Background: an optimization exercise with open tools, aiming at small area. Do not read the settings as production practice.
Function was not checked in any run shown here: the RTL went through the layout flow alone.
Power figures rest on the tool's default switching activity, not on a simulated workload.

`flow/config.mk`:
```
export PLATFORM = sky130hd
export DESIGN_NAME = IntMem
export DESIGN_NICKNAME = IntMem
export VERILOG_FILES = /design/flow/design.v
export SDC_FILE = /design/flow/constraint.sdc
export NUM_CORES = 4
export LEC_CHECK = 0
export CAP_MARGIN = 20
export CORE_AREA = 10 10 530 530
export DIE_AREA = 0 0 540 540
export SLEW_MARGIN = 20
```
`flow/constraint.sdc`:
```
create_clock -name core_clock -period 11.0 [get_ports {aclk}]
set_input_delay 2.2000 -clock core_clock [delete_from_list [all_inputs] [get_ports {aclk}]]
set_output_delay 2.2000 -clock core_clock [all_outputs]
set_load 0.01 [all_outputs]
```
`flow/design.v`:
```
module IntMemReqHold
  (
   AxVALIDhold,
   AxREADYhold,
   AxREADYhold_c,
   ACLK,
   ARESETn,
   AxVALID,
   AxREADY,
   xREADY,
   xVALID,
   xLAST
   );
  input	 ACLK;
  input	 ARESETn;
  output AxVALIDhold;    
  output AxREADYhold;    
  output AxREADYhold_c;  
  input	 AxVALID;        
  input	 AxREADY;        
  input	 xREADY;         
  input	 xVALID;         
  input	 xLAST;          
  wire	      wait_for_resp_in;
  reg	        wait_for_resp;
  assign AxVALIDhold = AxVALID & ~wait_for_resp;
  assign AxREADYhold = AxREADY & ~wait_for_resp;
  assign AxREADYhold_c = AxREADY & ~wait_for_resp_in;
  assign        wait_for_resp_in = ((AxREADY & AxVALID) | wait_for_resp) &  
				      ~(xLAST & xVALID & xREADY);  
  always @(posedge ACLK or negedge ARESETn)
    begin
      if (!ARESETn)
	begin
	  wait_for_resp <=   1'b0;
	end
      else
	begin
	  wait_for_resp <=   wait_for_resp_in;
	end
    end
endmodule
module IntMemAdrNxt
  (
    AddrIn,
    AxLEN,
    AxSIZE,
    AxBURST,
    AddrOut
  );
  input  [19 : 0] AddrIn;     
  input   [7 : 0] AxLEN;      
  input   [2 : 0] AxSIZE;     
  input   [1 : 0] AxBURST;    
  output [19 : 0] AddrOut;    
  wire   [19 : 0] AddrIn;
  wire    [7 : 0] AxLEN;
  wire    [2 : 0] AxSIZE;
  wire    [1 : 0] AxBURST;
  wire   [19 : 0] AddrOut;
  reg  [19 : 0] OffsetAddr;  
  wire [19 : 0] IncrAddr;    
  wire [19 : 0] WrapAddr;    
  wire [19 : 0] MuxAddr;     
  reg  [19 : 0] CalcAddr;    
  always @ (AxSIZE or AddrIn)
  begin
    case (AxSIZE)
      3'b000   : OffsetAddr = AddrIn[19:0];
      3'b001  : OffsetAddr = { 1'b0 ,   AddrIn[19:1] };
      3'b010  : OffsetAddr = { 2'b00,   AddrIn[19:2] };
      3'b011  : OffsetAddr = { 3'b000,  AddrIn[19:3] };
      3'b100 : OffsetAddr = { 4'b0000, AddrIn[19:4] };
      3'b101 : OffsetAddr = { 5'b00000,AddrIn[19:5] };
      default        : OffsetAddr = {20{1'bx}};  
    endcase
  end
assign IncrAddr = OffsetAddr + 1'b1;
  assign WrapAddr[19:8] = OffsetAddr[19:8];
  assign WrapAddr[7:0]  = (AxLEN & IncrAddr[7:0]) | (~AxLEN & OffsetAddr[7:0]);
  assign MuxAddr = AxBURST == 2'b10 ? WrapAddr : IncrAddr;
  always @ (AxSIZE or MuxAddr)
  begin
    case (AxSIZE)
      3'b000   : CalcAddr = MuxAddr;
      3'b001  : CalcAddr = {MuxAddr [ 18:0],1'b0    };
      3'b010  : CalcAddr = {MuxAddr [ 17:0],2'b00   };
      3'b011  : CalcAddr = {MuxAddr [ 16:0],3'b000  };
      3'b100 : CalcAddr = {MuxAddr [ 15:0],4'b0000 };
      3'b101 : CalcAddr = {MuxAddr [ 14:0],5'b00000};
      default        : CalcAddr = {20{1'bx}};  
    endcase
  end
  assign AddrOut = (AxBURST == 2'b00) ? AddrIn : CalcAddr;
endmodule
module IntMemAddrGen
  (
   ACLK,          
   ARESETn,       
   AxADDR,        
   AxSIZE,        
   AxBURST,       
   AxLEN,         
   AxID,          
   AxVALID,       
   AxREADY,       
   AddrOut,       
   AddrId,        
   AddrLast,      
   AddrValid,     
   DataLast,      
   xVALID,        
   xREADY         
   );
  parameter	    ID_WIDTH   = 4;            
  localparam	    ID_MAX     = ID_WIDTH-1;
  input		          ACLK;         
  input		          ARESETn;      
  input [31:0]	    AxADDR;       
  input [2:0]	      AxSIZE;       
  input [1:0]	      AxBURST;      
  input [7:0]	      AxLEN;        
  input [ID_MAX:0]  AxID;         
  input		          AxVALID;      
  input		          AxREADY;      
  output [31:0]	    AddrOut;      
  output [ID_MAX:0] AddrId;       
  output	          AddrLast;     
  output	          AddrValid;    
  output	          DataLast;     
  input		          xVALID;        
  input		          xREADY;        
  wire [31:0]	      AxADDR;        
  wire [2:0]	      AxSIZE;        
  wire [1:0]	      AxBURST;       
  wire [7:0]	      AxLEN;         
  wire [ID_MAX:0]   AxID;          
  wire		          AxVALID;       
  wire		          AxREADY;       
  wire [31:0]	      AddrOut;      
  wire [ID_MAX:0]   AddrId;       
  wire		          AddrLast;     
  wire		          AddrValid;    
  wire		          DataLast;     
  wire		          xVALID;        
  wire		          xREADY;        
  reg [31:0]	      AxADDRmuxr;
  reg [31:0]	      AxADDRr;
  reg [7:0]	        AxLENr;
  reg [ID_MAX:0]    AxIDr;
  reg [2:0]	        AxSIZEr;
  reg [1:0]	        AxBURSTr;
  wire [31:0]	      AxADDRmux;
  wire [7:0]	      AxLENmux;
  wire [ID_MAX:0]   AxIDmux;
  wire [2:0]	      AxSIZEmux;
  wire [1:0]	      AxBURSTmux;
  wire [31:0]	      AxADDRinc;
  wire		          enaddrmuxr;     
  wire [7:0]	      AddrCount;
  reg [7:0]	        AddrCountr;
  wire		          enaddrcount;  
  wire [7:0]	      DataCount;
  reg [7:0]	        DataCountr;
  wire		          endatacount;  
  wire		          validreq;     
  wire		          validresp;    
  wire		          validdata;    
  wire		          lastdata;     
  reg 		          nlastr;
  assign 	      validreq  = AxVALID & AxREADY;
  assign        validresp = xVALID & xREADY;
  assign        validdata = xVALID & xREADY & !DataLast;
  assign        lastdata  = xVALID & xREADY & DataLast;
  always @ (posedge ACLK or negedge ARESETn)
    if (!ARESETn)
      AxADDRmuxr[31:0]    <=   32'h00000000;
    else if (enaddrmuxr)
      AxADDRmuxr[31:0]    <=   AxADDRmux[31:0];
  assign 	enaddrmuxr = validreq | validdata;
  always @ (posedge ACLK or negedge ARESETn)
    if (!ARESETn) begin
      AxADDRr[31:0]   <=   32'h0000_0000;
      AxLENr[7:0]     <=   8'b0000;
      AxSIZEr[2:0]    <=   3'b000;
      AxBURSTr[1:0]   <=   2'b0;
      AxIDr[ID_MAX:0] <=   ID_MAX*{1'b0};
    end
    else if (validreq) begin
      AxADDRr[31:0]   <=   AxADDR;
      AxLENr[7:0]     <=   AxLEN[7:0];
      AxSIZEr[2:0]    <=   AxSIZE[2:0];
      AxBURSTr[1:0]   <=   AxBURST[1:0];
      AxIDr[ID_MAX:0] <=   AxID[ID_MAX:0];
    end
  assign AxLENmux    = validreq ? AxLEN   : AxLENr;
  assign AxSIZEmux   = validreq ? AxSIZE  : AxSIZEr;
  assign AxBURSTmux  = validreq ? AxBURST : AxBURSTr;
  assign AxIDmux     = validreq ? AxID    : AxIDr;
  assign AddrOut[31:0]      = AxADDRmux[31:0];
  assign AddrId[ID_MAX:0]   = AxIDmux[ID_MAX:0];
  assign AxADDRmux[31:0]    = validreq
                              ? AxADDR[31:0]
                              : ((validresp)
                                  ? AxADDRinc[31:0]
                                  : AxADDRmuxr[31:0]);
IntMemAdrNxt u_IntMemAdrNxt
    ( 
     .AddrIn         (AxADDRmuxr[19:0]),
     .AxLEN          (AxLENmux[7:0]),
     .AxSIZE         (AxSIZEmux[2:0]),
     .AxBURST        (AxBURSTmux[1:0]),
     .AddrOut        (AxADDRinc[19:0])
     );
  assign 	AxADDRinc[31:20] = AxADDRmuxr[31:20];
  assign AddrValid = validreq | ( validresp && !(AddrCountr[7:0]==8'h0) );
  assign AddrLast = (( AddrCount[7:0] == 8'h0 ) & validreq                            )    
                  | (( AddrCount[7:0] == 8'h0 ) & validresp & ( AddrCountr[7:0]!=8'h0 ));  
  assign AddrCount =
    (validreq | (AddrCountr == 0)) ? AxLENmux
                                   : (AddrCountr[7:0] - 8'h1);
  always @ (posedge ACLK or negedge ARESETn)
    if (!ARESETn)
      AddrCountr[7:0] <=   8'h0;
    else if (enaddrcount)
      AddrCountr[7:0] <=   AddrCount[7:0];
  assign enaddrcount = validreq | validresp;
  assign DataLast = validreq ? (AxLENmux==8'h0 & validresp) :  nlastr;
  assign DataCount[7:0] =  ((DataCountr==8'h0) ?              AxLENmux
                                              : (validreq ? ( AxLENmux - {7*{1'b0},(validresp)})
                                                          : (DataCountr - 8'h1)));
  always @ (posedge ACLK or negedge ARESETn)
    if (!ARESETn)
      DataCountr[7:0] <=   8'h0;
    else if (endatacount)
      DataCountr[7:0] <=   DataCount[7:0];
  assign endatacount = validresp;
  always @ (posedge ACLK or negedge ARESETn)
    if (!ARESETn)
      nlastr   <=   1'b1;
    else
      nlastr   <=   validresp ? (DataCount==8'h1)
                                         : (validreq ? (AxLENmux==8'h0)
                                                     : (!xVALID & nlastr) );                                            
endmodule
module IntMemWrCtrl (
                   ACLK,
                   ARESETn,
                   AWID,
                   AWADDR,
                   AWLEN,
                   AWSIZE,
                   AWBURST,
                   AWVALID,
                   AWREADY,
                   AWLOCK,
                   WVALID,
                   WREADY,
                   BID,
                   BRESP,
                   BVALID,
                   BREADY,
                   WAddrValid,
                   WAddrReady,
                   WAddrOut
);
  parameter           DATA_WIDTH = 128;            
  parameter           ID_WIDTH   = 4;              
  localparam          DATA_MAX   = DATA_WIDTH-1;   
  localparam          ID_MAX     = ID_WIDTH-1;     
  input                     ACLK;        
  input                     ARESETn;     
  input [ID_MAX : 0]  AWID;        
  input [31 : 0]      AWADDR;      
  input [7 : 0]       AWLEN;       
  input [2 : 0]       AWSIZE;      
  input [1 : 0]       AWBURST;     
  input                     AWVALID;     
  output                    AWREADY;     
  input [1:0]               AWLOCK ;
  input                     WVALID;      
  output                    WREADY;      
  output [ID_MAX : 0] BID;         
  output [1 : 0]      BRESP;       
  output                    BVALID;      
  input                     BREADY;      
  output                    WAddrValid;  
  input                     WAddrReady;  
  output [31 : 0]     WAddrOut;    
  wire                      ACLK;        
  wire                      ARESETn;     
  reg   [1:0] BRESP_TYPE ;
  wire [ID_MAX : 0]   AWID;        
  wire [31 : 0]       AWADDR;      
  wire [7 : 0]        AWLEN;       
  wire [2 : 0]        AWSIZE;      
  wire [1 : 0]        AWBURST;     
  wire                      AWVALID;     
  wire                      AWVALIDhold;
  wire                      AWREADY;     
  wire                      AWREADYi;
  wire                      AWREADYhold;
  wire                      WVALID;      
  wire                      WREADY;      
  wire [ID_MAX : 0]   BID;         
  wire [1 : 0]        BRESP;       
  wire                      BVALID;      
  wire                      BREADY;      
  wire                      WAddrValid;  
  wire                      WAddrReady;  
  wire [31 : 0]       WAddrOut;    
  wire [31 : 0]       AddrOut;
  wire [ID_MAX : 0]   AddrId;
  wire                      AddrLast;
  wire                      AddrValid;
  wire                      AddrReady;
  wire                      DataLast;
  wire                      wrongwid;
  wire                      brespi;
  reg [ID_MAX : 0]    bidr;
  reg                         bvalidr;
  reg                         wreadyr;
  reg                       AddrValidr;
  assign WAddrValid         = AddrValid;
  assign WAddrOut[31:0]     = AddrOut[31:0];
  assign AddrReady          = WAddrReady;
  assign AWREADY            = AWREADYhold;
  assign AWREADYi           = AWVALIDhold & WVALID & WAddrReady;
  assign WREADY             =   WAddrReady & ( AWVALIDhold ? WVALID : wreadyr) ;
  assign BID[ID_MAX:0]      = bidr[ID_MAX:0];
  assign BRESP[1:0]         = BRESP_TYPE ;
  assign brespi             = wrongwid;
  assign BVALID             = bvalidr;
  IntMemAddrGen #(ID_WIDTH) u_IntMemAddrGen
    (
     .ACLK(ACLK),
     .ARESETn(ARESETn),
     .AxADDR(AWADDR),
     .AxSIZE(AWSIZE),
     .AxBURST(AWBURST),
     .AxLEN(AWLEN),
     .AxID(AWID),
     .AxVALID(AWVALIDhold),
     .AxREADY(AWREADYhold),
     .AddrOut(AddrOut),
     .AddrId(AddrId),
     .AddrLast(AddrLast),
     .AddrValid(AddrValid),
     .DataLast(DataLast),
     .xVALID(WVALID),
     .xREADY(WREADY)
     );
  always @ (posedge ACLK or negedge ARESETn)
  begin
      if(!ARESETn)
      begin
          BRESP_TYPE <= 2'b00 ;
      end
      else if(~bvalidr)
      begin
            if(AWVALID & AWREADY)
                begin
                    case(AWLOCK)
                    2'b00: BRESP_TYPE <= {brespi,1'b0};
                    2'b01: BRESP_TYPE <= 2'b01 ;
                    2'b10: BRESP_TYPE <= {brespi,1'b0};
                    2'b11: BRESP_TYPE <= {brespi,1'b0};
                    default:BRESP_TYPE <= {brespi,1'b0};
                    endcase
                end
            else
            begin
                BRESP_TYPE <= BRESP_TYPE | {brespi,1'b0} ;
            end
      end
  end
  always @ (posedge ACLK or negedge ARESETn)
    if (!ARESETn) begin
      bidr[ID_MAX:0] <=   ID_WIDTH*{1'b0};
      bvalidr        <=   1'b0;
      wreadyr        <=   1'b0;
      AddrValidr     <=   1'b0;
    end else begin  
      bidr[ID_MAX:0] <=   DataLast ? AddrId[ID_MAX:0] : bidr[ID_MAX:0];
      bvalidr        <=   bvalidr  ? (!BREADY)        : (DataLast & AddrValid);
      wreadyr        <=   !AddrLast & WREADY;
      AddrValidr     <=   AddrValid;
    end 
  assign wrongwid = 1'b0;
  IntMemReqHold u_IntMemReqHold
    (
     .AxVALIDhold(AWVALIDhold),
     .AxREADYhold(AWREADYhold),
     .AxREADYhold_c (),
     .ACLK(ACLK),
     .ARESETn(ARESETn),
     .AxVALID(AWVALID),
     .AxREADY(AWREADYi),
     .xREADY(BREADY),
     .xVALID(BVALID),
     .xLAST(1'b1)
     );
endmodule
module IntMemRdCtrl (
                   ACLK,
                   ARESETn,
                   ARID,
                   ARADDR,
                   ARLEN,
                   ARSIZE,
                   ARBURST,
                   ARVALID,
                   ARREADY,
                   ARLOCK,
                   RID,
                   RLAST,
                   RDATA,
                   RRESP,
                   RVALID,
                   RREADY,
                   RAddrValid,
                   RAddrReady,
                   RAddrOut,
                   RData,
                   RResp
                  );
  parameter		DATA_WIDTH = 128;            
  parameter		ID_WIDTH   = 4;              
  localparam		DATA_MAX   = DATA_WIDTH-1;   
  localparam		ID_MAX     = ID_WIDTH-1;     
  input			            ACLK;        
  input			            ARESETn;     
  input [ID_MAX:0]	    ARID;        
  input [31:0]	        ARADDR;      
  input [7:0]		        ARLEN;       
  input [2:0]		        ARSIZE;      
  input [1:0]		        ARBURST;     
  input			            ARVALID;     
  output		            ARREADY;     
  input [1:0]		            ARLOCK;     
  output [ID_MAX:0]	    RID;         
  output		            RLAST;       
  output [DATA_MAX:0]	  RDATA;       
  output [1:0]   	      RRESP;       
  output		            RVALID;      
  input			            RREADY;      
  output		            RAddrValid;  
  input			            RAddrReady;  
  output [31:0]	        RAddrOut;    
  input			            RResp;       
  input [DATA_MAX:0]	  RData;       
  wire [ID_MAX:0]	      RID;         
  wire			            RLAST;       
  wire [DATA_MAX:0]	    RDATA;       
  wire [1:0]		        RRESP;       
  wire			            RVALID;      
  wire			            RREADY;      
  wire			            ARVALIDhold;
  wire			            ARREADYhold;
  wire			            RAddrValid;  
  wire			            RAddrReady;  
  wire [31:0]		        RAddrOut;    
  wire			            RResp;       
  wire [DATA_MAX:0]  	  RData;       
  wire [31:0]		        AddrOut;
  wire [31:0]		        MaskAddr;
  wire [31:0]		        AddrInv;
  wire [ID_MAX:0]	      AddrId;
  wire			            AddrLast;
  wire			            AddrValid;
  wire			            AddrReady;
  wire			            DataLast;
  reg			              DataValid;
  reg			              RREADYr;
  reg			              AddrValidr;
  reg			              DataLastr;
  wire [DATA_MAX:0]	    RDatai;
  reg  [DATA_MAX:0]	    RDatar;
  wire [31:0]		        AddrBitUsed;
  reg  [127:0]		      ShiftMe;
  reg  [DATA_MAX:0]	    MaskDatar;
  wire [DATA_MAX:0]	    MaskAndDataX;
  wire [DATA_MAX:0]	    MaskOrDataX;
  reg  [DATA_MAX:0]	    RDATAr;
  reg			              ValidReqr;
  wire [2:0]		        Size;
  reg			              selRDATAr;
  wire                  AxREADYhold_c;
  reg [1:0] RRESP_TYPE ;
  assign RAddrValid         = AddrValid;
  assign RAddrOut[31:0]     = AddrOut[31:0];
  assign AddrReady          = RAddrReady;
  assign ARREADY            = ARREADYhold;
  assign RID[ID_MAX:0]      = AddrId [ID_MAX : 0];
  assign RLAST              = DataLast | DataLastr;
  assign RRESP[1:0]         = RRESP_TYPE;
  assign RVALID             = DataValid;
  assign RDATA[DATA_MAX:0]  = RDatai[DATA_MAX:0] ;
  assign RDatai[DATA_MAX:0]  = (AddrValidr)
                                ? RData[DATA_MAX:0]
                                : RDatar[DATA_MAX:0];
  IntMemAddrGen #(ID_WIDTH) u_IntMemAddrGen
    (
     .ACLK     (ACLK),
     .ARESETn  (ARESETn),
     .AxADDR   (ARADDR),
     .AxSIZE   (ARSIZE),
     .AxBURST  (ARBURST),
     .AxLEN    (ARLEN),
     .AxID     (ARID),
     .AxVALID  (ARVALIDhold),
     .AxREADY  (ARREADYhold),
     .AddrOut  (AddrOut),
     .AddrId   (AddrId),
     .AddrLast (AddrLast),
     .AddrValid(AddrValid),
     .DataLast (DataLast),
     .xVALID   (RVALID),
     .xREADY   (RREADY)
     );
  always @ (posedge ACLK or negedge ARESETn)
    if (!ARESETn) begin
      DataValid  <=   1'b0;
      RREADYr    <=   1'b1;
      AddrValidr <=   1'b0;
      DataLastr  <=   1'b0;
      RDatar     <=   DATA_WIDTH*{1'b0};
      RDATAr     <=   DATA_WIDTH*{1'b0};
      ValidReqr  <=   1'b0;
      selRDATAr  <=   1'b0;
    end else begin
      DataValid  <=   	(AddrReady & AddrValid) ? 1'b1 :
	                         (RREADY ? 1'b0 : DataValid);
      RREADYr    <=   RREADY;
      AddrValidr <=   AddrValid;
      DataLastr  <=   (RREADY | (RVALID & ~DataLastr)) ? (DataLast & ~RREADY) : DataLastr;
      RDatar     <=   AddrValidr        ? RData    : RDatar;
      RDATAr     <=   !selRDATAr        ? RDATA    : RDATAr;
      ValidReqr  <=   ARVALIDhold & ARREADYhold;
      selRDATAr  <=   !AddrValid | (selRDATAr&!RREADY);
    end 
  always @ (posedge ACLK or negedge ARESETn)
  begin
      if(!ARESETn)
      begin
          RRESP_TYPE <= 2'b00 ;
      end
      else if(ARVALID & ARREADY)
      begin
          case(ARLOCK)
              2'b00: RRESP_TYPE <= 2'b00 ;
              2'b01: RRESP_TYPE <= 2'b01 ;
              2'b10: RRESP_TYPE <= 2'b00 ;
              2'b11: RRESP_TYPE <= 2'b00 ;
              default:RRESP_TYPE <= 2'b00 ;
          endcase
      end
  end
  IntMemReqHold U_IntMemReqHold
    (
     .AxVALIDhold     (ARVALIDhold),
     .AxREADYhold     (ARREADYhold),
     .AxREADYhold_c   (AxREADYhold_c),
     .ACLK            (ACLK),
     .ARESETn         (ARESETn),
     .AxVALID         (ARVALID),
     .AxREADY         (RAddrReady),
     .xREADY          (RREADY),
     .xVALID          (RVALID),
     .xLAST           (RLAST)
   );
endmodule
module IntMemArb (
                   ACLK,
                   ARESETn,
                   mem_type,
                   read_done,
                   write_done,
                   remap,
                   waddr_valid,
                   axi_awvalid,
                   waddr_ready,
                   waddr_out,
                   axi_awaddr,
                   raddr_valid,
                   axi_arvalid,
                   raddr_ready,
                   raddr_out,
                   axi_araddr,
                   mem0_cs_n,
                   mem0_wr_n,
                   mem0_rd_n,
                   mem0_addr,
                   mem0_wr_addr,
                   mem1_cs_n,
                   mem1_wr_n,
                   mem1_rd_n,
                   mem1_addr,
                   mem1_wr_addr,
                   mem2_cs_n,
                   mem2_wr_n,
                   mem2_rd_n,
                   mem2_addr,
                   mem2_wr_addr 
);
input           ACLK;
input           ARESETn;
input           mem_type;
input           read_done;
input           write_done;
input           remap;
input           axi_awvalid;
input           waddr_valid;
input  [31:0]   waddr_out; 
output          waddr_ready;
input  [31:0]   axi_awaddr;    
input           axi_arvalid;
input           raddr_valid;
input  [31:0]   raddr_out;      
output          raddr_ready;
input  [31:0]   axi_araddr;   
output          mem0_cs_n;
output          mem0_wr_n;
output          mem0_rd_n;
output [31:0]   mem0_addr;
output [31:0]   mem0_wr_addr;
output          mem1_cs_n;
output          mem1_wr_n;
output          mem1_rd_n;
output [31:0]   mem1_addr;
output [31:0]   mem1_wr_addr;
output          mem2_cs_n;
output          mem2_wr_n;
output          mem2_rd_n;
output [31:0]   mem2_addr;
output [31:0]   mem2_wr_addr;
parameter IDLE   = 2'b00;
parameter RD     = 2'b01;
parameter WR     = 2'b10;
parameter RDWR   = 2'b11;
reg [31:0]  waddr;
reg [31:0]  raddr;  
wire        arb_c;
wire        arb_r;
wire        arb_w;
reg [1:0]   mem_status;
reg         waddr_ready;
reg         raddr_ready;
wire        sp_mem;     
wire [31:0] mux_addr;
wire     mem_cs_n      = !( waddr_valid | raddr_valid );
wire     mem_bank0     = mem0_addr[20]; 
wire     mem_bank1     = !mem0_addr[20];
wire     mem_sub_bank0 = ~((mem0_addr[18:15]==4'h0)&(mem0_addr[14:12]==3'd0|mem0_addr[14:12]==3'd1));
wire     mem_sub_bank1 = ((mem0_addr[18:15]==4'h0)&(mem0_addr[14:12]==3'd0|mem0_addr[14:12]==3'd1));
assign   mem0_cs_n    = mem_cs_n ; 
assign   mem0_wr_n    = (!waddr_valid) | mem0_cs_n;
assign   mem0_rd_n    = !raddr_valid | mem0_cs_n;
assign   mem0_wr_addr = waddr_out;
assign   mem1_cs_n    = 1'b1; 
assign   mem1_wr_n    = (!waddr_valid) | mem1_cs_n;
assign   mem1_rd_n    = (!raddr_valid) | mem1_cs_n;
assign   mem1_wr_addr = waddr_out;
assign   mem2_cs_n    = 1'b1; 
assign   mem2_wr_n    = (!waddr_valid) | mem2_cs_n;
assign   mem2_rd_n    = (!raddr_valid) | mem2_cs_n;
assign   mem2_wr_addr = waddr_out;
assign   mux_addr     = ( mem_status == 2'b01 ) ? raddr_out  : waddr_out ; 
assign   sp_mem       = ( mem_type == 1'b0 );
assign   mem0_addr    = raddr_out;
assign   mem1_addr    = sp_mem ? mux_addr : raddr_out;
assign   mem2_addr    = sp_mem ? (mux_addr-14'h2000) : raddr_out;
always @(posedge ACLK or negedge ARESETn)begin
     if(!ARESETn) 
         waddr <=  32'b0;
     else if (axi_awvalid)
         waddr <= axi_awaddr;
end         
always @(posedge ACLK or negedge ARESETn)begin
     if(!ARESETn) 
         raddr <=  32'b0;
     else if (axi_arvalid)
         raddr <= axi_araddr;
end   
    assign arb_c =  (axi_awaddr[31:16] == axi_araddr[31:16]) ? 1'b1 : 1'b0;
    assign arb_w =  (axi_awaddr[31:16] == raddr[31:16]) ? 1'b1 : 1'b0;
    assign arb_r =  (waddr[31:16] == axi_araddr[31:16]) ? 1'b1 : 1'b0;
always @(posedge ACLK or negedge ARESETn)begin
     if(!ARESETn) begin
         waddr_ready   <= 1'b0;
         raddr_ready   <= 1'b0;
         mem_status    <= 2'b00;
     end 
     else case (mem_status)
        IDLE: begin
             if(axi_awvalid & !axi_arvalid) begin
                mem_status    <= WR;
                raddr_ready   <= 1'b0;
                waddr_ready   <= 1'b1;
             end
             else if(axi_arvalid & !axi_awvalid) begin
                mem_status    <= RD;
                waddr_ready   <= 1'b0;
                raddr_ready   <= 1'b1;
             end
             else if(axi_awvalid & axi_arvalid & arb_c) begin
                mem_status    <= WR;
                waddr_ready   <= 1'b1;
                raddr_ready   <= 1'b0;
             end
             else if(axi_awvalid & axi_arvalid & !arb_c) begin
                mem_status    <= RDWR;
                waddr_ready   <= 1'b1;
                raddr_ready   <= 1'b1;
             end
         end
         WR: begin
             if (write_done & axi_arvalid) begin
                mem_status    <= RD;
                waddr_ready   <= 1'b0;
                raddr_ready   <= 1'b1;
             end    
             else if(axi_arvalid & !arb_r) begin
                mem_status    <= RDWR;
                waddr_ready   <= waddr_ready;
                raddr_ready   <= 1'b1;
             end
             else if (write_done) begin
                mem_status    <= IDLE;
                waddr_ready   <= 1'b0;
                raddr_ready   <= 1'b0;
             end
         end
         RD: begin    
             if (read_done & axi_awvalid) begin
                mem_status    <= WR;
                waddr_ready   <= 1'b1;
                raddr_ready   <= 1'b0;
             end    
             else if(axi_awvalid & !arb_w) begin
                mem_status    <= RDWR;
                waddr_ready   <= 1'b1;
                raddr_ready   <= raddr_ready;
             end
             else if (read_done) begin
                mem_status    <= IDLE;
                waddr_ready   <= 1'b0;
                raddr_ready   <= 1'b0;
             end
         end
         default: begin    
             if(read_done & write_done) begin
                mem_status    <= IDLE;
                waddr_ready   <= 1'b0;
                raddr_ready   <= 1'b0;
             end
             else if (read_done ) begin
                mem_status    <= WR;
                waddr_ready   <= waddr_ready;
                raddr_ready   <= 1'b0;
             end    
             else if (write_done) begin
                mem_status    <= RD;
                waddr_ready   <= 1'b0;
                raddr_ready   <= raddr_ready;
             end
         end
    endcase
end
endmodule
module IntMem (
            scan_en,
            aclk,
            areset_n,
            mem_type,
            remap,
            axi_awid,
            axi_awaddr,
            axi_awlen,
            axi_awsize,
            axi_awburst,
            axi_awlock,
            axi_awcache,
            axi_awprot,
            axi_awvalid,
            axi_awready,
            axi_wdata,
            axi_wstrb,
            axi_wlast,
            axi_wvalid,
            axi_wready,
            axi_bid,
            axi_bresp,
            axi_bvalid,
            axi_bready,
           axi_arid,      
           axi_araddr,       
           axi_arlen,     
           axi_arsize,    
           axi_arburst,   
           axi_arlock,    
           axi_arcache,   
           axi_arprot,    
           axi_arvalid,   
           axi_arready,
           axi_rid,
           axi_rdata,
           axi_rresp,
           axi_rlast,
           axi_rvalid,
           axi_rready,
           mem0_cs_n,
           mem0_wr_n,
           mem0_rd_n,
           mem0_wr_byte_en,
           mem0_addr,
           mem0_wr_addr,
           mem0_din,
           mem0_dout,
           mem1_cs_n,
           mem1_wr_n,
           mem1_rd_n,
           mem1_wr_byte_en,
           mem1_addr,
           mem1_wr_addr,
           mem1_din,
           mem1_dout,
           mem2_cs_n,
           mem2_wr_n,
           mem2_rd_n,
           mem2_wr_byte_en,
           mem2_addr,
           mem2_wr_addr,
           mem2_din,
           mem2_dout 
);
parameter             ID_WIDTH   = 12;           
parameter             DATA_WIDTH = 128;          
localparam            ID_MAX     = ID_WIDTH-1;
input               scan_en;
input               aclk;                                               
input               areset_n;
input               mem_type;  
input               remap;
input  [ ID_MAX:0]  axi_awid;
input  [31:0]       axi_awaddr;
input  [ 7:0]       axi_awlen;   
input  [ 2:0]       axi_awsize;   
input  [ 1:0]       axi_awburst;   
input  [ 1:0]       axi_awlock;   
input  [ 3:0]       axi_awcache;   
input  [ 2:0]       axi_awprot;   
input               axi_awvalid;
output              axi_awready;
input  [DATA_WIDTH-1:0]      axi_wdata;
input  [DATA_WIDTH/8-1:0]       axi_wstrb;
input               axi_wlast;
input               axi_wvalid;
output              axi_wready;
output [ ID_MAX:0]  axi_bid;
output [ 1:0]       axi_bresp;
output              axi_bvalid;
input               axi_bready;
input  [ ID_MAX:0]  axi_arid;
input  [31:0]       axi_araddr;   
input  [ 7:0]       axi_arlen;
input  [ 2:0]       axi_arsize;
input  [ 1:0]       axi_arburst;
input  [ 1:0]       axi_arlock;
input  [ 3:0]       axi_arcache;
input  [ 2:0]       axi_arprot;
input               axi_arvalid;
output              axi_arready;
output [ ID_MAX:0]  axi_rid;
output [DATA_WIDTH-1:0]      axi_rdata;
output [ 1:0]       axi_rresp;
output              axi_rlast;   
output              axi_rvalid;       
input               axi_rready;
output              mem0_cs_n;    
output              mem0_wr_n;    
output              mem0_rd_n;    
output  [DATA_WIDTH/8-1:0]      mem0_wr_byte_en;
output  [31:0]      mem0_addr;    
output  [31:0]      mem0_wr_addr; 
output  [DATA_WIDTH-1:0]      mem0_din;
input   [DATA_WIDTH-1:0]      mem0_dout;
output              mem1_cs_n;    
output              mem1_wr_n;    
output              mem1_rd_n;    
output  [DATA_WIDTH/8-1:0]      mem1_wr_byte_en;
output  [31:0]      mem1_addr;    
output  [31:0]      mem1_wr_addr; 
output  [DATA_WIDTH-1:0]     mem1_din;
input   [DATA_WIDTH-1:0]     mem1_dout;
output              mem2_cs_n;    
output              mem2_wr_n;    
output              mem2_rd_n;    
output  [DATA_WIDTH/8-1:0]      mem2_wr_byte_en;
output  [31:0]      mem2_addr;    
output  [31:0]      mem2_wr_addr; 
output  [DATA_WIDTH-1:0]     mem2_din;
input   [DATA_WIDTH-1:0]     mem2_dout;
wire                waddr_valid;
wire                waddr_ready;
wire  [31:0]        waddr_out;
wire                raddr_valid;
wire                raddr_ready;
wire  [31:0]        raddr_out;
wire  [DATA_WIDTH-1:0]       rdata;
wire  [7:0]         mem_wr_mask;
wire                read_done;
wire                write_done;
reg                 mem0_rd_n_dly;
reg                 mem1_rd_n_dly;
reg                 mem2_rd_n_dly;
always @(posedge aclk)begin
    mem0_rd_n_dly <= ~mem0_rd_n;
end
always @(posedge aclk)begin
    mem1_rd_n_dly <= ~mem1_rd_n;
end
always @(posedge aclk)begin
    mem2_rd_n_dly <= ~mem2_rd_n;
end
assign  rdata           = mem0_rd_n_dly ?  mem0_dout :
                          mem1_rd_n_dly ?  mem1_dout :
                          mem2_rd_n_dly ?  mem2_dout : 256'h0;
assign  mem0_din        =  axi_wdata;
assign  mem0_wr_byte_en =  axi_wstrb;
assign  mem1_din        =  axi_wdata;
assign  mem1_wr_byte_en =  axi_wstrb;
assign  mem2_din        =  axi_wdata;
assign  mem2_wr_byte_en =  axi_wstrb;
assign  read_done      =  ( axi_rready & axi_rlast & axi_rvalid ) ;
assign  write_done     =  ( axi_bvalid & axi_bready ) ;
IntMemWrCtrl #(DATA_WIDTH,ID_WIDTH) u_IntMemWrCtrl(
                   .ACLK                 (aclk),
                   .ARESETn              (areset_n),
                   .AWID                 (axi_awid), 
                   .AWADDR               (axi_awaddr),
                   .AWLEN                (axi_awlen),
                   .AWSIZE               (axi_awsize),
                   .AWBURST              (axi_awburst),
                   .AWVALID              (axi_awvalid),
                   .AWREADY              (axi_awready),
                   .AWLOCK               (axi_awlock),
                   .WVALID               (axi_wvalid),
                   .WREADY               (axi_wready),
                   .BID                  (axi_bid),
                   .BRESP                (axi_bresp),
                   .BVALID               (axi_bvalid),
                   .BREADY               (axi_bready),
                   .WAddrValid           (waddr_valid),
                   .WAddrReady           (waddr_ready),
                   .WAddrOut             (waddr_out)
);
IntMemRdCtrl #(DATA_WIDTH,ID_WIDTH) u_IntMemRdCtrl(
                   .ACLK                 (aclk),
                   .ARESETn              (areset_n),
                   .ARID                 (axi_arid),
                   .ARADDR               (axi_araddr),
                   .ARLEN                (axi_arlen),
                   .ARSIZE               (axi_arsize),
                   .ARBURST              (axi_arburst),
                   .ARVALID              (axi_arvalid),
                   .ARREADY              (axi_arready),
                   .ARLOCK               (axi_arlock),
                   .RID                  (axi_rid),
                   .RLAST                (axi_rlast),
                   .RDATA                (axi_rdata),
                   .RRESP                (axi_rresp),
                   .RVALID               (axi_rvalid),
                   .RREADY               (axi_rready),
                   .RAddrValid           (raddr_valid),
                   .RAddrReady           (raddr_ready),
                   .RAddrOut             (raddr_out),
                   .RData                (rdata),
                   .RResp                (1'b0)
                  );
IntMemArb u_IntMemArb (
                   .ACLK                 (aclk),
                   .ARESETn              (areset_n),
                   .mem_type             (mem_type),
                   .read_done            (read_done),
                   .write_done           (write_done),
                   .remap                (remap),
                   .waddr_valid          (waddr_valid),
                   .axi_awvalid          (axi_awvalid),
                   .waddr_ready          (waddr_ready),
                   .waddr_out            (waddr_out),
                   .axi_awaddr           (axi_awaddr),
                   .raddr_valid          (raddr_valid),
                   .axi_arvalid          (axi_arvalid),                   
                   .raddr_ready          (raddr_ready),
                   .raddr_out            (raddr_out),
                   .axi_araddr           (axi_araddr),
                   .mem0_cs_n             (mem0_cs_n),
                   .mem0_wr_n             (mem0_wr_n),
                   .mem0_rd_n             (mem0_rd_n),
                   .mem0_addr             (mem0_addr),
                   .mem0_wr_addr          (mem0_wr_addr),
                   .mem1_cs_n             (mem1_cs_n),
                   .mem1_wr_n             (mem1_wr_n),
                   .mem1_rd_n             (mem1_rd_n),
                   .mem1_addr             (mem1_addr),
                   .mem1_wr_addr          (mem1_wr_addr),
                   .mem2_cs_n             (mem2_cs_n),
                   .mem2_wr_n             (mem2_wr_n),
                   .mem2_rd_n             (mem2_rd_n),
                   .mem2_addr             (mem2_addr),
                   .mem2_wr_addr          (mem2_wr_addr)
);
endmodule
```
`flow/run.sh`:
```
#!/bin/bash
# synth_recipe.tcl (not shown) runs the flow's synth.tcl, then flattens the netlist and writes it again
# the make line also repeats each setting of config.mk as NAME=value (left out here)
make -C /OpenROAD-flow-scripts/flow DESIGN_CONFIG=/design/flow/config.mk WORK_HOME=/design/flow/orfs CLKGATE_MAP_FILE= SYNTH_SCRIPT=/design/flow/synth_recipe.tcl finish
```
==> results of run 1 <==
-- metal layers --
metal,up-vias,share of wire (%)
met1,11940,31
met3,322,17
met4,22,6.1
met5,-,0.20
met2,1689,46
li1,11441,-
-- cells in the mapped netlist (all sizes together) (10+ instances only) --
master / count
nand3: 45
a22oi: 24
inv: 201
or2: 11
o31ai: 15
nor2: 164
clkbuf: 158
o22ai: 44
nor2b: 27
o21a: 10
or3: 22
and3: 17
o21ai: 304
a31oi: 46
o211ai: 23
mux2: 69
nand3b: 50
ha: 15
xnor2: 42
buf: 562
nor3: 60
mux2i: 72
o221ai: 14
a21boi: 16
dfrtp: 331
nor4: 28
and2: 17
a21oi: 128
xor2: 70
nand4: 23
a221oi: 30
a221o: 12
nand2: 582
nor3b: 11
nand2b: 44
a22o: 12
a211oi: 22
-- worst reg2reg max path, stage by stage (launching register included) --
cell and delay (ps):
dfrtp_1 890, or3_1 260, and3_1 320, nor3_1 120, o31ai_2 440, ha_1 210, inv_1 50, nand4bb_2 280
buf_4 210, nor4bb_1 370, xnor2_1 350, o211ai_1 150, a2111oi_0 660, buf_4 230, nor3_1 40, a21oi_1 240
buf_4 190, o21ai_0 80
-- repair_timing --
action                                  in CTS  in global routing
setup buffers                                0                  3
hold endpoints to repair                     0                  0
hold buffers                                 0                  0
endpoints found under the setup margin       0                 11
resized for setup                            0                  7
-- where the power goes --
| part | internal [W] | leakage [nW] | switching, W |
|---|---|---|---|
| logic | 0.00282 | 8.86 | 0.00411 |
| clock network | 0.000991 | 0.830 | 0.000729 |
| registers | 0.00166 | 4.30 | 0.000429 |
-- stage by stage --
| stage | hold WS (ps) | instances | cell area, µm² |
|---|---|---|---|
| final | 472.6 | 7153 | 36320 |
| after global routing | 485.9 | 7147 | 36310 |
| after CTS | 472.9 | 7139 | 36230 |
| after detailed placement | 457.5 | 7049 | 34530 |
| after global placement | 451.7 | 7049 | 34530 |
| after floorplan | 435.8 | 3422 | 26690 |
-- final timing paths --
check                                                     startpoint                                            to
max                                                    axi_awsize[2]                                 mem2_addr[28]
min                         u_IntMemWrCtrl.u_IntMemAddrGen.AxIDr[11]      u_IntMemWrCtrl.u_IntMemAddrGen.AxIDr[11]
max reg2reg                u_IntMemWrCtrl.u_IntMemAddrGen.AxSIZEr[1]  u_IntMemWrCtrl.u_IntMemAddrGen.AxADDRmuxr[8]
min reg2reg                 u_IntMemWrCtrl.u_IntMemAddrGen.AxIDr[11]      u_IntMemWrCtrl.u_IntMemAddrGen.AxIDr[11]
max in group asynchronous                                   areset_n                         u_IntMemArb.waddr[25]
min in group asynchronous                                   areset_n                        u_IntMemWrCtrl.bidr[5]
-- cell type report --
class                      count  area (µm²)
sequential                   334        8359
clock buffer                  61        1330
clock inverter                29       366.6
timing repair buffer         798        8043
multi-input combinational   2166       12990
antenna                       11       27.53
tap                         3552        4444
inverter                     202       763.2
fill                       30853      232300
-- flip-flops by register name (all words and copies together), names as in the netlist, 12 cells and up --
signal                                     count
u_IntMemWrCtrl.u_IntMemAddrGen.AxIDr          12
u_IntMemRdCtrl.RDatar                        128
u_IntMemArb.raddr                             16
u_IntMemRdCtrl.u_IntMemAddrGen.AxADDRmuxr     32
u_IntMemArb.waddr                             16
u_IntMemWrCtrl.bidr                           12
u_IntMemRdCtrl.u_IntMemAddrGen.AxIDr          12
u_IntMemWrCtrl.u_IntMemAddrGen.AxADDRmuxr     32
-- kinds of logic (layout without fill, tap and decap cells) --
logic type,count (synthesis),in the layout
AND/OR/NAND/NOR,1118,1118
buffers and inverters,922,1090
AO/OA/AOI/OAI,772,772
flip-flops,334,334
multiplexers,141,141
XOR/XNOR,112,112
adder cells (fa/ha/maj),15,15
other,2,19
==> summary.txt, run 1 <==
port bufs: 608
total power: 0.01074 W
minimum clock period: 10610 ps
vias in the first global route: 24519
cells along the critical path: clkdlybuf4s50_1 > nor3_1 > a211oi_4 > nor3_1 > o31ai_2 > ha_1 > inv_1 > nand4bb_2 > buf_4 > nor4_4 > xnor2_1 > a221o_1 > a221oi_1 > a31oi_4 > mux2i_1 > nand3_1 > or3_1 > xnor2_1 > a221o_1 > buf_4
largest family of logic cells by synthesized area: buffers and inverters
commonest non-fill, non-tap cells in the layout: nand2_1 (582), clkdlybuf4s50_1 (545), dfrtp_1 (330)
CTS Buffer Depth: 3
met3 GRT Util: 9.243%
Reg2Reg Setup Slack: 5790 ps
critical path depth in cells: 20
top cell type's share of synthesized area: 31.06%
VDD IR max: 152.3 µV
Slew Limit Fails: 0
fraction of layout cells with a size suffix above 1: 13.29%
Crit. End Element: output port
Mapped Avg Cell Area: 7.808 µm²
Final Wtd Congestion: 0.9327
Hold Fails Final Rpt: 0
cell taking the most area after synthesis: dfrtp_1
RSZ-0062 raised after global routing: false
Die Footprint: 0.2916 mm²
Starting Density: 9.928%
Max-Slew Margin vs Limit: 28.45%
Final Cycle Share: 96.46%
Critical Path AT: 8410 ps
CP max FO: 9
Clock Latency Late Sink: 690 ps
Yosys reg bits: 334
DRC: 0
CTS sink count: 334
total negative slack: 0 ps
total gr overflow: 0
die span in y: 540 µm
max cap viols: 0
Avg Vias per Cell: 3.553
sequential-to-total area share from yosys stat: 31.33%
worst reg-to-reg path cell count: 17
largest net degree at the start of global routing: 77
# IOs: 1466
Final Skew: 26.65 ps
Layout area overhead: 36.18%
Inserted Clock Buffers: 48
dpl ws: 42.63 ps
Post-synth ARST share: 99.70%
main flop type after synthesis: dfrtp_1
antenna violations before repair: 37
detailed placement HPWL: 164600 µm
Netlist cell types: 100
ANT nets after route: 0
Synth Area in Compound Gates: 18.56%
met1 GRT Util: 11.15%
Tot GR Track Use: 12.44%
Syn Inst Count: 3416
mapped cell area: 0.02667 mm²
CP top delay family: compound AO/OA/AOI/OAI gates
crit start category: primary input
row count: 190
final setup vio count: 0
Avg WL per Cell: 26.87 µm
fin util: 13.52%
slowest library cell on the worst path: clkdlybuf4s50_1
commonest non-fill, non-tap cell in the layout: nand2_1
xor/xnor share of the synthesized area: 3.678%
Crit Path Category: in2out
CTS tree: built
multiplexer area fraction after synthesis: 5.719%
first-pass GRT wire length: 246800 µm
slew of the pin with the lowest slew margin: 1062 ps
Core Region: 0.2686 mm²
met2 Use GR: 20.54%
Max Freq: 94.25 MHz
Total Wirelength: 192200 µm
Adder-Cell Fraction of Synth Area: 0.7037%
run status: complete, no violations
CP Buf/Inv Count: 4
WHS Path Cells: 2
most used routing layer: met2
pwr/cell area: 295.6 mW/mm²
Max H-tree Level: 2
top cells by area, synth: dfrtp_1 (31%), buf_4 (15%), nand2_1 (8.2%)
critical path data required time: 8800 ps
max incr delay on CP: 810 ps
Die W: 540 µm
post-synthesis simple-gate area fraction: 19.54%
Post-synth EDFFs: 0
DR iter-0 viols: 2065
Hold Path Class: reg2reg
Net count, final: 4236
worst setup margin: 389.7 ps
Warnings, synthesis: 7
via count: 25414
Leak Pwr: 13.99 nW
clock root buffer: clkbuf_16
Detailed Routing Iterations Pass 1: 5
clock slew at reported path FFs: 60 ps
==> inputs of run 2 (changes only) <==
--- a/flow/config.mk
+++ b/flow/config.mk
@@ -5,6 +5,7 @@
 export SDC_FILE = /design/flow/constraint.sdc
 export NUM_CORES = 4
 export LEC_CHECK = 0
+export ABC_AREA = 1
 export CAP_MARGIN = 20
 export CORE_AREA = 10 10 530 530
 export DIE_AREA = 0 0 540 540
==> run 2 against run 1 <==
Compared with the run above:
- still clean on timing, DRC and antenna
- global-route usage grew 0.79 points
- wire length grew 5.7%
- die area is the same
- register-to-register slack gained 290 ps
- clock-buffer cell count shrank 3
- critical path depth shrank 4
- utilization shrank 0.49 points
- area after synthesis shrank 2.0%
- synthesized cell count grew 9.6%
- first-iteration DRC count shrank 3.8%
- combinational power shrank 11%
- critical endpoint is now mem1_addr[3]
- largest cell class unchanged
==> summary.txt, run 2 <==
CTS tree: built
minimum clock period: 9847 ps (-763.5 ps)
Crit. End Element: output port
Hold Slack: 472.1 ps (-0.5160 ps)
Avg WL per Cell: 27.29 µm (+1.6%)
Setup Buffers After CTS: 0 (unchanged)
clock root buffer: clkbuf_16
total negative slack: 0 ps (unchanged)
worst setup margin: 1153 ps (+763.5 ps)
max reg flops: 128 (unchanged)
critical path depth in cells: 16 (-20%)
Mapped Avg Cell Area: 6.982 µm² (-11%)
Setup crit end: mem1_addr[3]
Total Wirelength: 203300 µm (+5.7%)
Layout area overhead: 33.91%
Critical Path AT: 7650 ps (-760 ps)
Core Region: 0.2686 mm² (unchanged)
critical path data required time: 8800 ps (about the same)
Reg with most FFs: u_IntMemRdCtrl.RDatar
Largest regs: u_IntMemRdCtrl.RDatar: 128 flops, u_IntMemRdCtrl.u_IntMemAddrGen.AxADDRmuxr: 32 flops, u_IntMemWrCtrl.u_IntMemAddrGen.AxADDRmuxr: 32 flops
Clock power frac: 16.8% (+0.8 points)
worst reg-to-reg path cell count: 22 (+5)
main flop type after synthesis: dfrtp_1
cells along the critical path: clkdlybuf4s50_1 > nand2_1 > nor2_4 > buf_4 > or2_2 > o21ai_0 > a21oi_2 > buf_4 > clkinv_1 > nor2_1 > inv_1 > o221ai_1 > o21ai_0 > o21ai_0 > buf_4 > clkdlybuf4s50_1
total power: 0.009732 W (-9.4%)
Int Pwr: 0.004961 W (-9.3%)
CTS Buffer Depth: 3 (unchanged)
Detailed Routing Iterations Pass 1: 6 (+1)
FF-to-FF End: u_IntMemRdCtrl.u_IntMemAddrGen.AxADDRmuxr[6]
port bufs: 608 (unchanged)
final instance area: 0.03501 mm² (-3.6%)
Max Freq: 101.6 MHz (+7.8%)
top cell type's share of synthesized area: 31.69% (+0.63 points)
Post-synth EDFFs: 0 (unchanged)
Die Footprint: 0.2916 mm² (unchanged)
Final Cycle Share: 89.52% (-6.9 points)
RSZ-0062 raised after global routing: false
Hold Path Class: reg2reg
Final Wtd Congestion: 0.9049 (-3.0%)
CTS sink count: 334 (unchanged)
Gates resized, CTS repair: 0 (unchanged)
vias in the first global route: 23952 (-2.3%)
CP top delay family: buffers and inverters
pwr/cell area: 278.0 mW/mm² (-5.9%)
run status: complete, no violations
top cells by area, synth: dfrtp_1 (32%), buf_4 (15%), nand2_1 (12%)
Reg2Reg Setup Slack: 6080 ps (+290 ps)
Starting Density: 9.731% (-0.20 points)
Warnings, synthesis: 7 (unchanged)
Clock Latency Late Sink: 670 ps (-20 ps)
ANT nets after route: 0 (unchanged)
Net count, final: 4517 (+6.6%)
Avg Vias per Cell: 3.440 (-3.2%)
die span in y: 540 µm (unchanged)
largest net degree at the start of global routing: 137 (+78%)
Slew Limit Fails: 0 (unchanged)
DRC: 0 (unchanged)
final setup vio count: 0 (unchanged)
count leader, synth: nand2_1
crit path launch: axi_arvalid
CP max FO: 67 (+58)
row count: 190 (unchanged)
slowest library cell on the worst path: buf_4
Inserted Clock Buffers: 46 (-4.2%)
Tot GR Track Use: 13.23% (+0.79 points)
max incr delay on CP: 610 ps (-200 ps)
Yosys reg bits: 334 (unchanged)
crit start category: primary input
Final Skew: 66.01 ps (+39.36 ps)
# IOs: 1466 (unchanged)
Post-synth ARST share: 99.70% (unchanged)
Max H-tree Level: 2 (unchanged)
total gr overflow: 0 (unchanged)
sequential-to-total area share from yosys stat: 31.96% (+0.63 points)
Switching Share: 49.03% (about the same)
DR iter-0 viols: 1986 (-3.8%)
clock slew at reported path FFs: 60 ps (about the same)
switching pwr: 0.004771 W (-9.4%)
max cap viols: 0 (unchanged)
Adder-Cell Fraction of Synth Area: 0.7179% (+0.014 points)
via count: 25624 (+0.83%)
largest family of logic cells by synthesized area: simple AND/OR/NAND/NOR gates
Leak Pwr: 14.60 nW (+4.3%)
CP Buf/Inv Count: 7 (+3)
synth cell count leaders: nand2_1 (832), buf_4 (530), o21ai_0 (408)
commonest non-fill, non-tap cells in the layout: nand2_1 (832), clkdlybuf4s50_1 (552), o21ai_0 (405)
multiplexer area fraction after synthesis: 0.07658% (-5.6 points)
hold path start: u_IntMemWrCtrl.u_IntMemAddrGen.AxADDRmuxr[22]
Hold Fails Final Rpt: 0 (unchanged)
detailed placement HPWL: 176300 µm (+7.1%)
slew of the pin with the lowest slew margin: 1128 ps (+66.03 ps)
mapped cell area: 0.02614 mm² (-2.0%)
Synth Area in Compound Gates: 14.68% (-3.9 points)
sequential share of power: 20.2% (+0.7 points)
antenna violations before repair: 177 (+380%)
dpl ws: 1169 ps (+1126 ps)
cell taking the most area after synthesis: dfrtp_1
Post-DP Area: 0.03332 mm² (-3.5%)
commonest non-fill, non-tap cell in the layout: nand2_1
Syn Inst Count: 3744 (+9.6%)
VDD IR max: 139.2 µV (-8.6%)
Die W: 540 µm (unchanged)
fraction of layout cells with a size suffix above 1: 10.47% (-2.8 points)
CTS Hold Bufs: 0 (unchanged)
Max-Slew Margin vs Limit: 24.00% (-4.4 points)
xor/xnor share of the synthesized area: 2.312% (-1.4 points)
first-pass GRT wire length: 256300 µm (+3.9%)
reg2reg start: u_IntMemArb.raddr_ready
Crit Path Category: in2out
Comb power frac: 63.0% (-1.5 points)
post-synthesis simple-gate area fraction: 26.48% (+6.9 points)
Netlist cell types: 67 (-33%)
[run 2: cell types whose count changed after synthesis, sizes merged, moves of 46 or more]
| cell | delta |
|---|---|
| nor2 | +92 |
| inv | +206 |
| mux2 | -69 |
| mux2i | -70 |
| nand3 | +256 |
| o21ai | +126 |
| nand2 | +286 |
| nand3b | -46 |
[run 2: power by group through the flow]
| stage | combinational [W] | clock (W) | sequential [W] |
|---|---|---|---|
| after detailed placement | 0.00622 | 0 | 0.00198 |
| after CTS | 0.00625 | 0.00170 | 0.00196 |
| final | 0.00614 | 0.00163 | 0.00196 |
| after floorplan | 0.00320 | 0 | 0.00188 |
| after global placement | 0.00622 | 0 | 0.00197 |
| after global routing | 0.00671 | 0.00175 | 0.00201 |
[run 2: kinds of logic (layout without fill, tap and decap cells)]
family / count (synthesis) / in the layout
buf+inv: 1097 / 1216
other cells: 2 / 35
xor+xnor: 69 / 69
mux: 2 / 2
flops: 334 / 334
compound gates: 686 / 686
fa+ha+maj: 15 / 15
simple gates: 1539 / 1539
[run 2: per-layer routing]
layer  track usage [%]  wire, µm
met1             12.08     62590
met3             12.65     43570
met5           0.08116       451
met2             20.93     88950
met4             3.822      7723
[run 2: worst min-delay path, delay by kind of cell (launching register included)]
kind	cells	cell delay, ps
simple gates	2	120
flops	1	320
[run 2: worst min-delay path by stage]
stage	to	slack, ps	cells after the start
detailed placement	u_IntMemWrCtrl.u_IntMemAddrGen.AxADDRmuxr[28]	460	2
floorplan	u_IntMemWrCtrl.u_IntMemAddrGen.AxADDRmuxr[20]	440	2
finish	u_IntMemWrCtrl.u_IntMemAddrGen.AxADDRmuxr[22]	470	2
global placement	u_IntMemWrCtrl.u_IntMemAddrGen.AxADDRmuxr[24]	460	2
global route	u_IntMemWrCtrl.u_IntMemAddrGen.AxADDRmuxr[22]	490	2
CTS	u_IntMemRdCtrl.u_IntMemAddrGen.AxIDr[1]	480	2
[run 2: cell type report]
cell class	count	area, µm²
fill	31071	233600
multi-input combinational	2319	11650
sequential	334	8363
timing repair buffer	715	7305
tap	3552	4444
inverter	415	1560
clock buffer	58	1266
clock inverter	28	352.8
antenna	27	67.56
[run 2: per-stage QoR]
stage / util, % / instances
2_1_floorplan: - / 3750
3_5_place_dp: 12.40 / 7335
3_3_place_gp: 12.40 / 7335
4_1_cts: 13.01 / 7421
5_1_grt: 13.01 / 7425
6_report: 13.03 / 7448
==> inputs of run 3 (changes only) <==
==> flow/config.mk (replaced) <==
export PLATFORM = sky130hd
export DESIGN_NAME = IntMem
export DESIGN_NICKNAME = IntMem
export VERILOG_FILES = /design/flow/design.v
export SDC_FILE = /design/flow/constraint.sdc
export NUM_CORES = 4
export LEC_CHECK = 0
export CAP_MARGIN = 20
export CORE_AREA = 10 10 290 290
export DIE_AREA = 0 0 300 300
export SLEW_MARGIN = 20
==> run 3 against run 2 <==
Compared with the run above:
- synthesized cell count shrank 8.8%
- area after synthesis grew 2.0%
- the run now fails in I/O pin placement (3_2_place_iop)
==> summary.txt, run 3 <==
run status: aborted with a tool error
Stopped at: I/O pin placement (3_2_place_iop)
error msg: [ERROR PPL-0024] Number of IO pins (1466) exceeds maximum number of available positions (1082). Increase the die perimeter from 1200.00um to 1993.76um.
Yosys reg bits: 334 (unchanged)
count leader, synth: nand2_1
mapped cell area: 0.02667 mm² (+2.0%)
top cells by area, synth: dfrtp_1 (31%), buf_4 (15%), nand2_1 (8.2%)
Starting Density: 34.37% (+25 points)
die span in y: 300 µm (-44%)
Warnings, synthesis: 7 (unchanged)
cell taking the most area after synthesis: dfrtp_1
sequential-to-total area share from yosys stat: 31.33% (-0.63 points)
Syn Inst Count: 3416 (-8.8%)
Mapped Avg Cell Area: 7.808 µm² (+12%)
top cell type's share of synthesized area: 31.06% (-0.63 points)
Die W: 300 µm (-44%)
main flop type after synthesis: dfrtp_1
Post-synth EDFFs: 0 (unchanged)
Post-synth ARST share: 99.70% (unchanged)
synth cell count leaders: nand2_1 (582), buf_4 (520), dfrtp_1 (331)
row count: 102 (-46%)
Netlist cell types: 100 (+49%)
==> run 3: logic make-up after synthesis <==
family	Yosys count	synth area share, %
flip-flops	334	31.33
buffers and inverters	922	20.44
XOR/XNOR	112	3.678
other	2	0.02816
multiplexers	141	5.719
AO/OA/AOI/OAI	772	18.56
adder cells (fa/ha/maj)	15	0.7037
AND/OR/NAND/NOR	1118	19.54

## afterwards: timing with drivers on the ports
How much do the figures lean on ideal ports? The routed layouts below were timed once more, with nothing changed but the port constraints.
Step 1 sets driving cells, clkbuf_16 on the clock port and buf_2 on the other inputs (assumed; they add their load-dependent delay and slew).
Step 2 also shifts input and output timing later by t, the mid clock arrival at the registers, as if the neighbouring blocks saw the same clock.
Slacks: ideal / step 1 / step 2; pairs: ideal / step 1.
run | t, ns | setup WS [ns] | worst hold slack (ns) | worst register clock-pin slew, ns | cell pins on the clock port's net
run 1 | 0.759 | 0.390 / 0.220 / 0.220 | 0.473 / 0.473 / 0.473 | 0.07 / 0.07 | 1
run 2 | 0.721 | 1.153 / 1.031 / 1.031 | 0.472 / 0.472 / 0.472 | 0.07 / 0.07 | 1
After both steps every run listed still meets setup and hold. For run 1, which loses most, drivers alone change the setup slack by -0.170 ns; drivers and shift together by -0.170 ns.
